Source: an optimization exercise on an open RTL-to-GDS flow (aim: small area). Production flows keep margins and buffers that such runs may drop. Function was checked by simulation only, so behaviour that the tests miss may differ from the original. Power figures rest on the tool's default switching activity, not on a simulated workload.

$ cat flow/design.v
`timescale 1ns / 1ps
module basic_uart_transmitter(
    input                   clk,
    input                   rst,
    input                   tx_wr_ev,
    input       [7 :0]      tx_dat,
	input       [15:0]      divisor,  
	input       [1 :0]      stop_bit_num,
	input                   trans_bit_order, 
    output  reg             tx_dat_ser,
    output  reg             tx_done_ev,
    output  reg             tx_ready
    );
    parameter IDLE          = 2'b00;
    parameter START         = 2'b01;
    parameter TRANSMIT      = 2'b10;
    parameter STOP          = 2'b11;
    reg [15:0]      trans_cnt;
   	reg [7 :0]      tx_dat_vault;
   	reg [3 :0]      trans_bit_cnt;
    reg [1 :0]      state;
    reg [1 :0]      stop_bit_cnt;
    always@(posedge clk or posedge rst) begin
        if(rst) begin
            state           <= IDLE;
            tx_dat_ser      <= 1'b1; 
            tx_done_ev      <= 1'b0;
            tx_dat_vault    <= 8'h00;
            tx_ready        <= 1'b1;
            stop_bit_cnt    <= 2'b0;
            trans_cnt       <= 16'b0;
            trans_bit_cnt   <= 4'b0;
        end else begin
            case(state) 
                IDLE    : begin
                              if(tx_wr_ev) begin   
                                  state        <= START;
                                  tx_dat_vault <= tx_dat;
                                  tx_dat_ser   <= 1'b0; 
                                  tx_ready     <= 1'b0;
                              end else begin
                                  state        <= IDLE;
                                  tx_dat_vault <= tx_dat_vault;
                                  tx_dat_ser   <= 1'b1; 
                                  tx_ready     <= 1'b1;
                              end
                          end
                START   : begin
                              if(trans_cnt == divisor - 1'b1) begin
                                  trans_cnt  <= 16'b0;
                                  state      <= TRANSMIT;
                                  if(trans_bit_order)
                                      tx_dat_ser <= tx_dat_vault[7]; 
                                  else
                                      tx_dat_ser <= tx_dat_vault[0]; 
                              end else begin
                                  trans_cnt  <= trans_cnt + 1'b1;
                                  state      <= START;
                                  tx_dat_ser <= 1'b0; 
                              end
                          end
                TRANSMIT: begin
                              if(trans_cnt == divisor - 1'b1) begin
                                  trans_cnt  <= 16'b0;
                                  if(trans_bit_cnt == 4'd7) begin
                                      trans_bit_cnt <= 4'd0;
                                      state         <= STOP;
                                      tx_done_ev    <= 1'b1;
                                      tx_dat_ser    <= 1'b1; 
                                  end else begin
                                      trans_bit_cnt <= trans_bit_cnt + 1'b1;
                                      state         <= TRANSMIT;
                                      tx_done_ev    <= 1'b0;
                                      if(trans_bit_order)
                                          tx_dat_ser <= tx_dat_vault[4'd6 - trans_bit_cnt]; 
                                      else
                                          tx_dat_ser <= tx_dat_vault[trans_bit_cnt + 4'd1]; 
                                  end
                              end else begin
                                  trans_cnt  <= trans_cnt + 1'b1;
                                  state      <= TRANSMIT;
                                  tx_done_ev <= tx_done_ev;
                                  if(trans_bit_order) 
                                      tx_dat_ser <= tx_dat_vault[4'd7 - trans_bit_cnt];
                                  else
                                      tx_dat_ser <= tx_dat_vault[trans_bit_cnt];
                              end
                          end
                STOP    : begin
                              tx_done_ev    <= 1'b0;
                              if(trans_cnt == divisor - 1'b1) begin
                                  trans_cnt  <= 16'b0;
                                  if(stop_bit_cnt == stop_bit_num - 1'b1) begin
                                      stop_bit_cnt <= 2'b0;
                                      state     <= IDLE;
                                      tx_ready  <= 1'b1;
                                  end else begin
                                      state     <= STOP;
                                      tx_ready  <= 1'b0;
                                      stop_bit_cnt <= stop_bit_cnt + 1'b1;
                                  end
                              end else begin
                                  trans_cnt  <= trans_cnt + 1'b1;
                                  state      <= STOP;
                                  tx_ready   <= tx_ready;
                              end
                              tx_dat_ser <= 1'b1; 
                          end
                default : begin
                              state           <= IDLE;
                              tx_dat_ser      <= 1'b1; 
                              tx_done_ev      <= 1'b0;
                              tx_dat_vault    <= 8'h00;
                              tx_ready        <= 1'b1;
                              stop_bit_cnt    <= 2'b0;
                              trans_cnt       <= 16'b0;
                              trans_bit_cnt   <= 4'b0;
                          end
            endcase
        end
    end
endmodule
`timescale 1ns / 1ps
module basic_uart_receiver
(
	input                        clk,               
	input                        rst,             
	input                        rx_dat_ser,             
    input         [15:0]         divisor,      
    input                        rec_bit_order,
	output reg    [7:0]          rx_dat,           
	output reg                   rx_dat_ev     
);
    localparam                       IDLE      = 1;
    localparam                       START     = 2;  
    localparam                       RECEIVE   = 3;  
    localparam                       STOP      = 4;  
    reg     [2 :0]                   state;
    reg                              rx_d0;          
    reg                              rx_d1;        
    reg     [7 :0]                   rx_bits;        
    reg     [15:0]                   rec_cnt;        
    reg     [2 :0]                   bit_cnt;        
    reg                              rx_done;         
    always@(posedge clk or posedge rst) begin
    	if(rst) begin
    		rx_d0 <= 1'b1;
    		rx_d1 <= 1'b1;	
    	end else begin
    		rx_d0 <= rx_dat_ser;
    		rx_d1 <= rx_d0;
    	end
    end
    always@(posedge clk or posedge rst) begin
        if(rst) begin
    		state      <= IDLE;
            rec_cnt    <= 16'b0;
            bit_cnt    <= 3'b0;
            rx_dat <= 7'b0;
            rx_dat_ev   <= 1'b0;
            rx_done    <= 1'b0;
            rx_bits    <= 8'b0;
        end else begin
            rx_dat_ev <= 1'b0;
    	    case(state)
                IDLE:begin
                           if(rx_d1 == 1'b0) begin
    	    		       	state <= START;
                           end else begin
    	    		       	state <= IDLE;
                           end
                     end
    	    	START:
                    if(rec_cnt == divisor - 1) begin
                        rec_cnt  <= 16'b0;
    	    			state    <= RECEIVE;
                    end else begin
    	    			state    <= START;
                        rec_cnt  <= rec_cnt + 1'b1;
                    end
                RECEIVE:begin
                            if(rec_cnt == divisor - 1) begin
                                rec_cnt <= 16'b0;
                                if(bit_cnt == 3'd7) begin
                                    bit_cnt  <= 3'd0;
    	    		        	    state    <= STOP;
                                    rx_done  <= 1'b1;
                                end else begin
                                    bit_cnt  <= bit_cnt + 1'b1;
                                    rx_done  <= 1'b0;
                                end
                            end else begin
                                rec_cnt  <= rec_cnt + 1'b1;
    	    		        	state    <= RECEIVE;
                                rx_done  <= 1'b0;
                            end
                            if(rec_cnt == divisor/2) begin
                                if(rec_bit_order) 
                                    rx_bits[3'd7 - bit_cnt] <= rx_d1;
                                else
                                    rx_bits[bit_cnt] <= rx_d1;
                            end else begin
                                rx_bits <= rx_bits;
                            end
                        end
                STOP:begin
                            if(rx_done) begin 
    	    	                rx_dat <= rx_bits; 
                                rx_dat_ev <= 1'b1; 
                            end else begin
                                rx_dat <= rx_dat; 
                            end
                            rx_done  <= 1'b0;
                            if(rec_cnt == divisor - 1) begin
                                rec_cnt  <= 16'b0;
    	    		        	state    <= IDLE;
                            end else begin
                                rec_cnt  <= rec_cnt + 1'b1;
    	    		        	state    <= STOP;
                            end
                       end
    	    	default:
    	    		state <= IDLE;
    	    endcase
        end
    end
endmodule 
`timescale 1ns / 1ps
module basic_uart_transceiver(
    input                   clk,
    input                   rst,
    input                   tx_wr_ev,
    input                   rx_dat_ser,
	input       [15:0]      divisor,      
    input       [7 :0]      tx_dat,
	input                   trans_bit_order,
	input       [1 :0]      trans_stop_bit_num,
	input                   rec_bit_order,
    output      [7 :0]      rx_dat, 
    output                  tx_dat_ser,
    output                  rx_dat_ev,
    output                  tx_done_ev,
    output                  tx_ready
    );
    basic_uart_transmitter uart_transmitter_i(
                     .clk(clk),
                     .rst(rst),
                     .tx_wr_ev(tx_wr_ev),
                     .tx_dat(tx_dat),
					 .divisor(divisor),
					 .stop_bit_num(trans_stop_bit_num),
					 .trans_bit_order(trans_bit_order),
                     .tx_dat_ser(tx_dat_ser),
                     .tx_done_ev(tx_done_ev),
                     .tx_ready(tx_ready));
    basic_uart_receiver uart_receiver_i(
                  .clk(clk),
                  .rst(rst),
                  .rx_dat_ser(rx_dat_ser),
			      .rec_bit_order(rec_bit_order),
			      .divisor(divisor),
                  .rx_dat(rx_dat), 
                  .rx_dat_ev(rx_dat_ev));
endmodule
$ cat flow/run.sh
#!/bin/bash
# synth_recipe.tcl (not shown) runs the flow's synth.tcl, then flattens the netlist and writes it again
# the make line also repeats each setting of config.mk as NAME=value (left out here)
make -C /OpenROAD-flow-scripts/flow DESIGN_CONFIG=/design/flow/config.mk WORK_HOME=/design/flow/orfs CLKGATE_MAP_FILE= SYNTH_SCRIPT=/design/flow/synth_recipe.tcl finish
$ cat flow/config.mk
export PLATFORM = sky130hd
export DESIGN_NAME = basic_uart_transceiver
export DESIGN_NICKNAME = basic_uart_transceiver
export VERILOG_FILES = /design/flow/design.v
export SDC_FILE = /design/flow/constraint.sdc
export NUM_CORES = 4
export LEC_CHECK = 0
export CAP_MARGIN = 20
export CORE_MARGIN = 2
export CORE_UTILIZATION = 40
export SLEW_MARGIN = 20
$ cat flow/constraint.sdc
create_clock -name core_clock -period 6.0 [get_ports {clk}]
set_input_delay 1.2000 -clock core_clock [delete_from_list [all_inputs] [get_ports {clk}]]
set_output_delay 1.2000 -clock core_clock [all_outputs]
set_load 0.01 [all_outputs]
==> results.txt <==
power groups by stage:
| stage | combinational (W) | sequential, W | clock, W |
|---|---|---|---|
| final | 0.000667 | 0.000881 | 0.000548 |
| after global placement | 0.000652 | 0.000874 | 0 |
| after CTS | 0.000668 | 0.000875 | 0.000562 |
| after floorplan | 0.000617 | 0.000760 | 0 |
| after detailed placement | 0.000664 | 0.000881 | 0 |
| after global routing | 0.000748 | 0.000906 | 0.000583 |
final timing paths:
path	cells after the start	startpoint	end	slack, ns
min in group asynchronous	2	rst	uart_receiver_i.rx_dat_ev	1.36
worst max-delay path	9	divisor[5]	uart_transmitter_i.trans_bit_cnt[1]	1.27
worst min register to register	0	uart_receiver_i.rx_d0	uart_receiver_i.rx_d1	0.36
max in group asynchronous	3	rst	uart_transmitter_i.tx_ready	3.71
worst max register to register	8	uart_transmitter_i.trans_cnt[6]	uart_transmitter_i.stop_bit_cnt[0]	3.12
worst min-delay path	0	uart_receiver_i.rx_d0	uart_receiver_i.rx_d1	0.36
worst reg2reg max path, stage by stage (launching register included):
cell and delay (ns):
dfrtp_1 0.51, nand3b_1 0.15, a21oi_1 0.09, or3b_1 0.38
or4_4 0.54, a2111oi_4 0.27, and4_4 0.30, and3_4 0.20
mux2_1 0.32
through the flow:
stage	power [W]	cell area (um^2)	worst slack (ns)	utilization	hold slack [ns]
finish	0.00210	6360	1.27	0.464	0.360
global route	0.00224	6360	1.02	0.464	0.368
CTS	0.00210	6360	1.29	0.464	0.363
detailed placement	0.00155	6060	0.928	0.442	0.354
global placement	0.00153	6060	1.05	0.442	0.349
floorplan	0.00138	5540	1.87	-	0.345
cell type report:
| class | count | area [um^2] | share of cell area |
|---|---|---|---|
| timing repair buffer | 48 | 468 | 0.0735 |
| tap | 180 | 225 | 0.0354 |
| multi-input combinational | 472 | 3370 | 0.529 |
| clock inverter | 4 | 50.0 | 0.00787 |
| inverter | 19 | 72.6 | 0.0114 |
| sequential | 77 | 1930 | 0.304 |
| clock buffer | 12 | 246 | 0.0387 |
sequential cells by signal (all words and copies together), names as in the netlist, 2 cells and up:
| signal | cells |
|---|---|
| uart_transmitter_i.tx_dat_vault | 8 |
| uart_transmitter_i.state | 2 |
| uart_receiver_i.rx_bits | 8 |
| uart_receiver_i.state | 3 |
| uart_transmitter_i.trans_cnt | 16 |
| uart_receiver_i.rec_cnt | 16 |
| uart_transmitter_i.trans_bit_cnt | 4 |
| uart_receiver_i.rx_dat | 8 |
| uart_transmitter_i.stop_bit_cnt | 2 |
| uart_receiver_i.bit_cnt | 3 |
cell usage in the layout (no fill, tap or decap), types with 4 or more instances in the layout:
cell type / synthesis / routed
and2_1: 5 / 5
a21o_1: 6 / 6
xor2_1: 35 / 35
nand2_1: 43 / 43
dfstp_2: 5 / 5
inv_1: 19 / 18
or3b_2: 7 / 7
nand4_1: 18 / 18
nor4_1: 6 / 6
nand3_1: 24 / 24
clkdlybuf4s50_1: 0 / 43
nor2b_1: 14 / 14
buf_4: 0 / 5
ha_1: 12 / 12
mux2_2: 22 / 22
nand3b_1: 4 / 4
xnor2_1: 42 / 42
mux2i_1: 8 / 8
dfrtp_1: 72 / 72
o22ai_1: 6 / 6
nor3_1: 18 / 18
mux2_1: 4 / 4
nand2b_1: 10 / 10
nor2_1: 61 / 61
clkbuf_16: 0 / 9
o21ai_0: 24 / 24
a211oi_1: 5 / 5
or3_1: 8 / 8
a21oi_1: 16 / 16
nor3b_1: 4 / 4
layer usage:
| metal | track usage | vias to the layer above | part of all wire |
|---|---|---|---|
| met1 | 0.251 | 2201 | 0.49 |
| met3 | 0.0286 | 17 | 0.025 |
| li1 | - | 2186 | - |
| met5 | 0 | - | 0 |
| met2 | 0.292 | 58 | 0.47 |
| met4 | 0.0704 | 0 | 0.019 |
cells by family after synthesis:
kind of cell,count (synthesis),share of synthesized area
compound gates,96,0.124
fa+ha+maj,12,0.0271
mux,37,0.0795
xor+xnor,79,0.130
buf+inv,55,0.0436
flops,77,0.349
simple gates,248,0.247
==> key figures <==
Outcome
  • Outcome: no timing/DRC/antenna violations

Power
  • Clock Power Share: 0.262
  • Sw frac: 0.364
  • Peak VDD IR: 160 uV
  • P per Cell Area: 330 nW/um^2
  • Switching pwr: 0.000763 W
  • Sequential fraction of design power: 0.420
  • Leak: 2.51 nW
  • Int Power: 0.00133 W
  • Comb power frac: 0.318

Routing
  • Pre-antenna DRT Iters: 4
  • Via count: 4462
  • Drt drc: 0
  • DRT Wirelength: 12800 um
  • DRT iter0 DRCs: 221
  • Post-detailed-route count of antenna-violating nets: 0
  • Routed vias/inst: 5.50
  • WL per Instance: 15.8 um

Place
  • IO Port Bufs: 43
  • HPWL after DPL: 9540 um
  • Placer Congestion: 0.903
  • DP Cell Count: 796

Die
  • Core area: 13700 um^2
  • Rows: 43
  • # IOs: 44
  • Die ar.: 14800 um^2
  • Chip Height: 122 um
  • Die width: 122 um
  • Starting Density: 0.404

Logic synthesis
  • EDFF count, synth: 0
  • Top post-synthesis cells by area: dfrtp_1 33%, xnor2_1 6.6%, xor2_1 5.5%, mux2_2 4.5%, nor2_1 4.1%
  • Syn Area/Cell: 9.17 um^2
  • Largest area contributor in the netlist: dfrtp_1
  • Most frequent cell after synthesis: dfrtp_1
  • Mapped Area: 5540 um^2
  • Syn Nets: 648
  • Ys flop type: dfrtp_1
  • Commonest cells in the synthesized netlist: 72 x dfrtp_1, 61 x nor2_1, 43 x nand2_1
  • Post-synth cell types: 73
  • Post-synthesis sequential area ratio: 0.349
  • Top cell type's share of synthesized area: 0.325
  • Post-synthesis sequential element count: 77
  • Syn. warnings: 2
  • Gate Count Post-Synth: 604
  • Asr flop ratio synth: 1.00

STA
  • Final min period: 4.73 ns
  • Fmax: 211 MHz
  • Relative slew slack: 0.376
  • Worst Skew: 0.00584 ns
  • Max-slew violations: 0
  • Sum of negative setup slack: 0 ns
  • RSZ-0062 raised after global routing: false
  • Final setup viols: 0
  • Final hold vios: 0
  • Worst-margin pin slew: 0.935 ns
  • Final period util: 0.789

Global route
  • Initial antenna violation count: 0
  • GRT overflow: 0
  • Vias in the first global route: 4385
  • First-pass GRT wire length: 21700 um
  • Largest net degree at the start of global routing: 53
  • Total track usage: 0.183

Layout
  • Share of cells above drive strength 1: 0.117
  • Area Growth Syn to Fin: 14.8%
  • Antenna Cells: 0
  • FILL cells: 1339
  • Nets@finish: 671
  • Post-Layout Cell Count: 812

CTS
  • Worst-Skew Late Latency: 0.34 ns
  • CTS tree: built
  • Clock Path Buffers: 2
  • Clock Pin Slew Worst Setup and Hold Paths: 0.06 ns
  • H-tree depth: 3
  • Total CTS buffers: 9
  • CTS Root Cell: clkbuf_16
  • Postcts setup bufs: 0
  • # hold bufs at CTS: 0
  • Clk sinks: 77
  • Cts repair resizes: 0

Worst hold path
  • HP Class: flop to flop

Critical path
  • CP peak stage delay: 0.70 ns
  • CP Capture Type: flop
  • Critical path buffers and inverters: 1
  • Crit path max fanout: 13
  • CP most frequent cell: or4_4
  • Worst Setup Path Type: input pin to flop
  • Slowest CP cell: clkdlybuf4s50_1
  • CP Cell Sequence: clkdlybuf4s50_1 -> or4_4 -> or3_1 -> o31ai_2 -> o31ai_1 -> or4_4 -> nor3_4 -> nand3_2 -> mux2_1
  • Critical Path AT: 4.96 ns
  • CP top delay family: simple AND/OR/NAND/NOR gates
  • CP required: 6.22 ns
  • Setup crit start kind: input pin

Flow run
  • Max-cap violation count: 0

-- static timing again, ports no longer ideal --
The flow's constraints put no driver on any port. The routed layout listed below was extracted and timed again, unchanged, in two steps.
Step 1 (the two cells are an assumption about what drives the block):
set clk [get_ports {clk}]
set_driving_cell -lib_cell sky130_fd_sc_hd__clkbuf_16 $clk
set_driving_cell -lib_cell sky130_fd_sc_hd__buf_2 [delete_from_list [all_inputs] $clk]
Step 2 adds t to the input delays and takes it off the output delays; t is the mean of the earliest and latest rising clock arrival at the registers after step 1. Input paths then give back, and output paths get back, about the clock's delay inside the block.
a / b / c = ideal / step 1 / step 2; a / b = the first two.
t, ns: 0.377
slack for setup (ns): 1.268 / 1.284 / 0.907
worst hold slack (ns): 0.360 / 0.360 / 0.360
worst setup path at the end: input to register
After both steps setup and hold are still met in this run. For this run, drivers alone change the setup slack by +0.016 ns; drivers and shift together by -0.361 ns.
